Source: an optimization exercise on an open RTL-to-GDS flow (aim: small area, a short achievable clock period and few clock cycles per item). Production flows keep margins and buffers that such runs may drop.
At most, simulation tests tie the RTL to the original design; equivalence was not proved.
Power and IR drop assume default switching activity.

==> pepper <==
## conv3x3
module conv3x3(
    input wire clk,
    input wire rst,
    input wire en,
    input wire [7:0] pixel1,
    input wire [7:0] pixel2,
    input wire [7:0] pixel3,
    input wire [7:0] pixel4,
    input wire [7:0] pixel5,
    input wire [7:0] pixel6,
    input wire [7:0] pixel7,
    input wire [7:0] pixel8,
    input wire [7:0] pixel9,
    input wire [7:0] filter1,
    input wire [7:0] filter2,
    input wire [7:0] filter3,
    input wire [7:0] filter4,
    input wire [7:0] filter5,
    input wire [7:0] filter6,
    input wire [7:0] filter7,
    input wire [7:0] filter8,
    input wire [7:0] filter9,
    output wire [31:0] result,
    output wire done
);
Settings: LEC_CHECK=0, CAP_MARGIN=20, CORE_MARGIN=2, CORE_UTILIZATION=65, SETUP_SLACK_MARGIN=4.3, SLEW_MARGIN=20, SYNTH_HIERARCHICAL=1; clock period 10.0 ns.
standard.sh (not shown) runs the stock make flow with config.mk's settings and CLKGATE_MAP_FILE= SYNTH_SCRIPT=/design/flow/synth_recipe.tcl, a recipe that flattens the netlist after the stock synthesis.
==> flow/flow/run.sh <==
#!/bin/bash
set -o pipefail
bash standard.sh "BUFFER_PORTS_ARGS=-buffer_cell sky130_fd_sc_hd__buf_2" finish > standard_flow.log 2>&1
==> quartz (differences from pepper) <==
--- a/flow/design.v
+++ b/flow/design.v
@@ -1854,217 +1854,10 @@
 ha bha12 (.a(cs_reg[47]), .b(bc552), .s(bhs12), .co(bhc12));
 wire bhs13, bhc13;
 assign bhs13 = ~cs_reg[48];
 assign bhc13 = cs_reg[48];
 wire [19:0] rowa = {bhc13, bhc12, bhc11, bhc10, bhc9, bhc8, bhc7, bhc6, bhc5, bhc4, bs540, bhc2, bs537, bhc0, cs_reg[7], cs_reg[4], cs_reg[3], cs_reg[2], cs_reg[1], cs_reg[0]};
 wire [19:0] rowb = {1'b0, bhs13, bhs12, bhs11, bhs10, bhs9, bhs8, bhs7, bhs6, bhs5, bhs4, bhs3, bhs2, bhs1, bhs0, 1'b0, 1'b0, 1'b0, 1'b0, 1'b0};
-wire [19:0] g0 = rowa & rowb;
-wire [19:0] t0 = rowa | rowb;
-wire [19:0] g1, t1;
-assign g1[0] = g0[0];
-assign t1[0] = t0[0];
-assign g1[1] = g0[1] | (t0[1] & g0[0]);
-assign t1[1] = t0[1] & t0[0];
-assign g1[2] = g0[2];
-assign t1[2] = t0[2];
-assign g1[3] = g0[3] | (t0[3] & g0[2]);
-assign t1[3] = t0[3] & t0[2];
-assign g1[4] = g0[4];
-assign t1[4] = t0[4];
-assign g1[5] = g0[5] | (t0[5] & g0[4]);
-assign t1[5] = t0[5] & t0[4];
-assign g1[6] = g0[6];
-assign t1[6] = t0[6];
-assign g1[7] = g0[7] | (t0[7] & g0[6]);
-assign t1[7] = t0[7] & t0[6];
-assign g1[8] = g0[8];
-assign t1[8] = t0[8];
-assign g1[9] = g0[9] | (t0[9] & g0[8]);
-assign t1[9] = t0[9] & t0[8];
-assign g1[10] = g0[10];
-assign t1[10] = t0[10];
-assign g1[11] = g0[11] | (t0[11] & g0[10]);
-assign t1[11] = t0[11] & t0[10];
-assign g1[12] = g0[12];
-assign t1[12] = t0[12];
-assign g1[13] = g0[13] | (t0[13] & g0[12]);
-assign t1[13] = t0[13] & t0[12];
-assign g1[14] = g0[14];
-assign t1[14] = t0[14];
-assign g1[15] = g0[15] | (t0[15] & g0[14]);
-assign t1[15] = t0[15] & t0[14];
-assign g1[16] = g0[16];
-assign t1[16] = t0[16];
-assign g1[17] = g0[17] | (t0[17] & g0[16]);
-assign t1[17] = t0[17] & t0[16];
-assign g1[18] = g0[18];
-assign t1[18] = t0[18];
-assign g1[19] = g0[19] | (t0[19] & g0[18]);
-assign t1[19] = t0[19] & t0[18];
-wire [19:0] g2, t2;
-assign g2[0] = g1[0];
-assign t2[0] = t1[0];
-assign g2[1] = g1[1];
-assign t2[1] = t1[1];
-assign g2[2] = g1[2] | (t1[2] & g1[1]);
-assign t2[2] = t1[2] & t1[1];
-assign g2[3] = g1[3] | (t1[3] & g1[1]);
-assign t2[3] = t1[3] & t1[1];
-assign g2[4] = g1[4];
-assign t2[4] = t1[4];
-assign g2[5] = g1[5];
-assign t2[5] = t1[5];
-assign g2[6] = g1[6] | (t1[6] & g1[5]);
-assign t2[6] = t1[6] & t1[5];
-assign g2[7] = g1[7] | (t1[7] & g1[5]);
-assign t2[7] = t1[7] & t1[5];
-assign g2[8] = g1[8];
-assign t2[8] = t1[8];
-assign g2[9] = g1[9];
-assign t2[9] = t1[9];
-assign g2[10] = g1[10] | (t1[10] & g1[9]);
-assign t2[10] = t1[10] & t1[9];
-assign g2[11] = g1[11] | (t1[11] & g1[9]);
-assign t2[11] = t1[11] & t1[9];
-assign g2[12] = g1[12];
-assign t2[12] = t1[12];
-assign g2[13] = g1[13];
-assign t2[13] = t1[13];
-assign g2[14] = g1[14] | (t1[14] & g1[13]);
-assign t2[14] = t1[14] & t1[13];
-assign g2[15] = g1[15] | (t1[15] & g1[13]);
-assign t2[15] = t1[15] & t1[13];
-assign g2[16] = g1[16];
-assign t2[16] = t1[16];
-assign g2[17] = g1[17];
-assign t2[17] = t1[17];
-assign g2[18] = g1[18] | (t1[18] & g1[17]);
-assign t2[18] = t1[18] & t1[17];
-assign g2[19] = g1[19] | (t1[19] & g1[17]);
-assign t2[19] = t1[19] & t1[17];
-wire [19:0] g3, t3;
-assign g3[0] = g2[0];
-assign t3[0] = t2[0];
-assign g3[1] = g2[1];
-assign t3[1] = t2[1];
-assign g3[2] = g2[2];
-assign t3[2] = t2[2];
-assign g3[3] = g2[3];
-assign t3[3] = t2[3];
-assign g3[4] = g2[4] | (t2[4] & g2[3]);
-assign t3[4] = t2[4] & t2[3];
-assign g3[5] = g2[5] | (t2[5] & g2[3]);
-assign t3[5] = t2[5] & t2[3];
-assign g3[6] = g2[6] | (t2[6] & g2[3]);
-assign t3[6] = t2[6] & t2[3];
-assign g3[7] = g2[7] | (t2[7] & g2[3]);
-assign t3[7] = t2[7] & t2[3];
-assign g3[8] = g2[8];
-assign t3[8] = t2[8];
-assign g3[9] = g2[9];
-assign t3[9] = t2[9];
-assign g3[10] = g2[10];
-assign t3[10] = t2[10];
-assign g3[11] = g2[11];
-assign t3[11] = t2[11];
-assign g3[12] = g2[12] | (t2[12] & g2[11]);
-assign t3[12] = t2[12] & t2[11];
-assign g3[13] = g2[13] | (t2[13] & g2[11]);
-assign t3[13] = t2[13] & t2[11];
-assign g3[14] = g2[14] | (t2[14] & g2[11]);
-assign t3[14] = t2[14] & t2[11];
-assign g3[15] = g2[15] | (t2[15] & g2[11]);
-assign t3[15] = t2[15] & t2[11];
-assign g3[16] = g2[16];
-assign t3[16] = t2[16];
-assign g3[17] = g2[17];
-assign t3[17] = t2[17];
-assign g3[18] = g2[18];
-assign t3[18] = t2[18];
-assign g3[19] = g2[19];
-assign t3[19] = t2[19];
-wire [19:0] g4, t4;
-assign g4[0] = g3[0];
-assign t4[0] = t3[0];
-assign g4[1] = g3[1];
-assign t4[1] = t3[1];
-assign g4[2] = g3[2];
-assign t4[2] = t3[2];
-assign g4[3] = g3[3];
-assign t4[3] = t3[3];
-assign g4[4] = g3[4];
-assign t4[4] = t3[4];
-assign g4[5] = g3[5];
-assign t4[5] = t3[5];
-assign g4[6] = g3[6];
-assign t4[6] = t3[6];
-assign g4[7] = g3[7];
-assign t4[7] = t3[7];
-assign g4[8] = g3[8] | (t3[8] & g3[7]);
-assign t4[8] = t3[8] & t3[7];
-assign g4[9] = g3[9] | (t3[9] & g3[7]);
-assign t4[9] = t3[9] & t3[7];
-assign g4[10] = g3[10] | (t3[10] & g3[7]);
-assign t4[10] = t3[10] & t3[7];
-assign g4[11] = g3[11] | (t3[11] & g3[7]);
-assign t4[11] = t3[11] & t3[7];
-assign g4[12] = g3[12] | (t3[12] & g3[7]);
-assign t4[12] = t3[12] & t3[7];
-assign g4[13] = g3[13] | (t3[13] & g3[7]);
-assign t4[13] = t3[13] & t3[7];
-assign g4[14] = g3[14] | (t3[14] & g3[7]);
-assign t4[14] = t3[14] & t3[7];
-assign g4[15] = g3[15] | (t3[15] & g3[7]);
-assign t4[15] = t3[15] & t3[7];
-assign g4[16] = g3[16];
-assign t4[16] = t3[16];
-assign g4[17] = g3[17];
-assign t4[17] = t3[17];
-assign g4[18] = g3[18];
-assign t4[18] = t3[18];
-assign g4[19] = g3[19];
-assign t4[19] = t3[19];
-wire [19:0] g5, t5;
-assign g5[0] = g4[0];
-assign t5[0] = t4[0];
-assign g5[1] = g4[1];
-assign t5[1] = t4[1];
-assign g5[2] = g4[2];
-assign t5[2] = t4[2];
-assign g5[3] = g4[3];
-assign t5[3] = t4[3];
-assign g5[4] = g4[4];
-assign t5[4] = t4[4];
-assign g5[5] = g4[5];
-assign t5[5] = t4[5];
-assign g5[6] = g4[6];
-assign t5[6] = t4[6];
-assign g5[7] = g4[7];
-assign t5[7] = t4[7];
-assign g5[8] = g4[8];
-assign t5[8] = t4[8];
-assign g5[9] = g4[9];
-assign t5[9] = t4[9];
-assign g5[10] = g4[10];
-assign t5[10] = t4[10];
-assign g5[11] = g4[11];
-assign t5[11] = t4[11];
-assign g5[12] = g4[12];
-assign t5[12] = t4[12];
-assign g5[13] = g4[13];
-assign t5[13] = t4[13];
-assign g5[14] = g4[14];
-assign t5[14] = t4[14];
-assign g5[15] = g4[15];
-assign t5[15] = t4[15];
-assign g5[16] = g4[16] | (t4[16] & g4[15]);
-assign t5[16] = t4[16] & t4[15];
-assign g5[17] = g4[17] | (t4[17] & g4[15]);
-assign t5[17] = t4[17] & t4[15];
-assign g5[18] = g4[18] | (t4[18] & g4[15]);
-assign t5[18] = t4[18] & t4[15];
-assign g5[19] = g4[19] | (t4[19] & g4[15]);
-assign t5[19] = t4[19] & t4[15];
-wire [19:0] sum = rowa ^ rowb ^ {g5[18:0], 1'b0};
+wire [19:0] sum = rowa + rowb;
 assign result = {12'd0, ~sum};
 assign done = done_reg;
 endmodule
==> Implementation_results.wiki <==
{| class="wikitable"
! Metric !! Value
|-
| Global placer's final weighted congestion || 1.00
|-
| Area of placed instances || ~17,000 sq um
|-
| P_clk || 221 uW
|-
| Status || complete, no violations
|-
| Layout Cell Area excl Fill || 16,900 sq um
|}
That was quartz.
==> Implementation_results.wiki <==
{| class="wikitable"
! Metric !! Value
|-
| Half-perimeter wire length of the detailed placement result || 44,800 um
|-
| Drt first pass iters || 8
|-
| H-Tree Depth || 2
|-
| Status || complete, no violations
|-
| Layout Cells excl Fill || 1,853
|-
| Layout Cell Area excl Fill || 17,100 sq um
|-
| Global placer's final weighted congestion || around 0.99
|-
| P_clk || 212 uW
|-
| Number of signal-net buffers in the layout || approximately 170
|-
| Cell-internal power || 3510 uW
|}
That was pepper.
Testbench counts of quartz, summed over its fixed seeds: cycles 1,608, items 1,600.
For pepper, only the layout was checked, not whether the RTL still works.

static timing again, ports no longer ideal:
No port has a modelled driver above. Below, the same layouts with a new extraction and two added sets of constraints. Step 1 (the two cells are an assumption about what drives the block):
set clk [get_ports {clk}]
set_driving_cell -lib_cell sky130_fd_sc_hd__clkbuf_16 $clk
set_driving_cell -lib_cell sky130_fd_sc_hd__buf_2 [delete_from_list [all_inputs] $clk]
Step 2 moves the port delays by t, midway between the first and last clock arrival at a register: inputs arrive t later, outputs are due t later. That takes back most of the time a late clock gives input paths. a / b / c = no drivers / after step 1 / after step 2; a / b = the first two.
| run | shift t [ns] | setup WS [ns] | hold slack, ns | latest minus earliest clock arrival (ns) | pins driven straight from the clock port |
|---|---|---|---|---|---|
| pepper | 0.358 | 4.345 / 4.295 / 4.035 | 1.505 / 1.474 / 1.832 | 0.018 / 0.018 | 1 |
| quartz | 0.367 | 4.352 / 4.360 / 4.006 | 1.496 / 1.468 / 1.835 | 0.017 / 0.017 | 1 |
After both steps setup and hold are still met in every run listed. For quartz, which loses most, drivers alone change the setup slack by +0.008 ns; drivers and shift together by -0.346 ns.
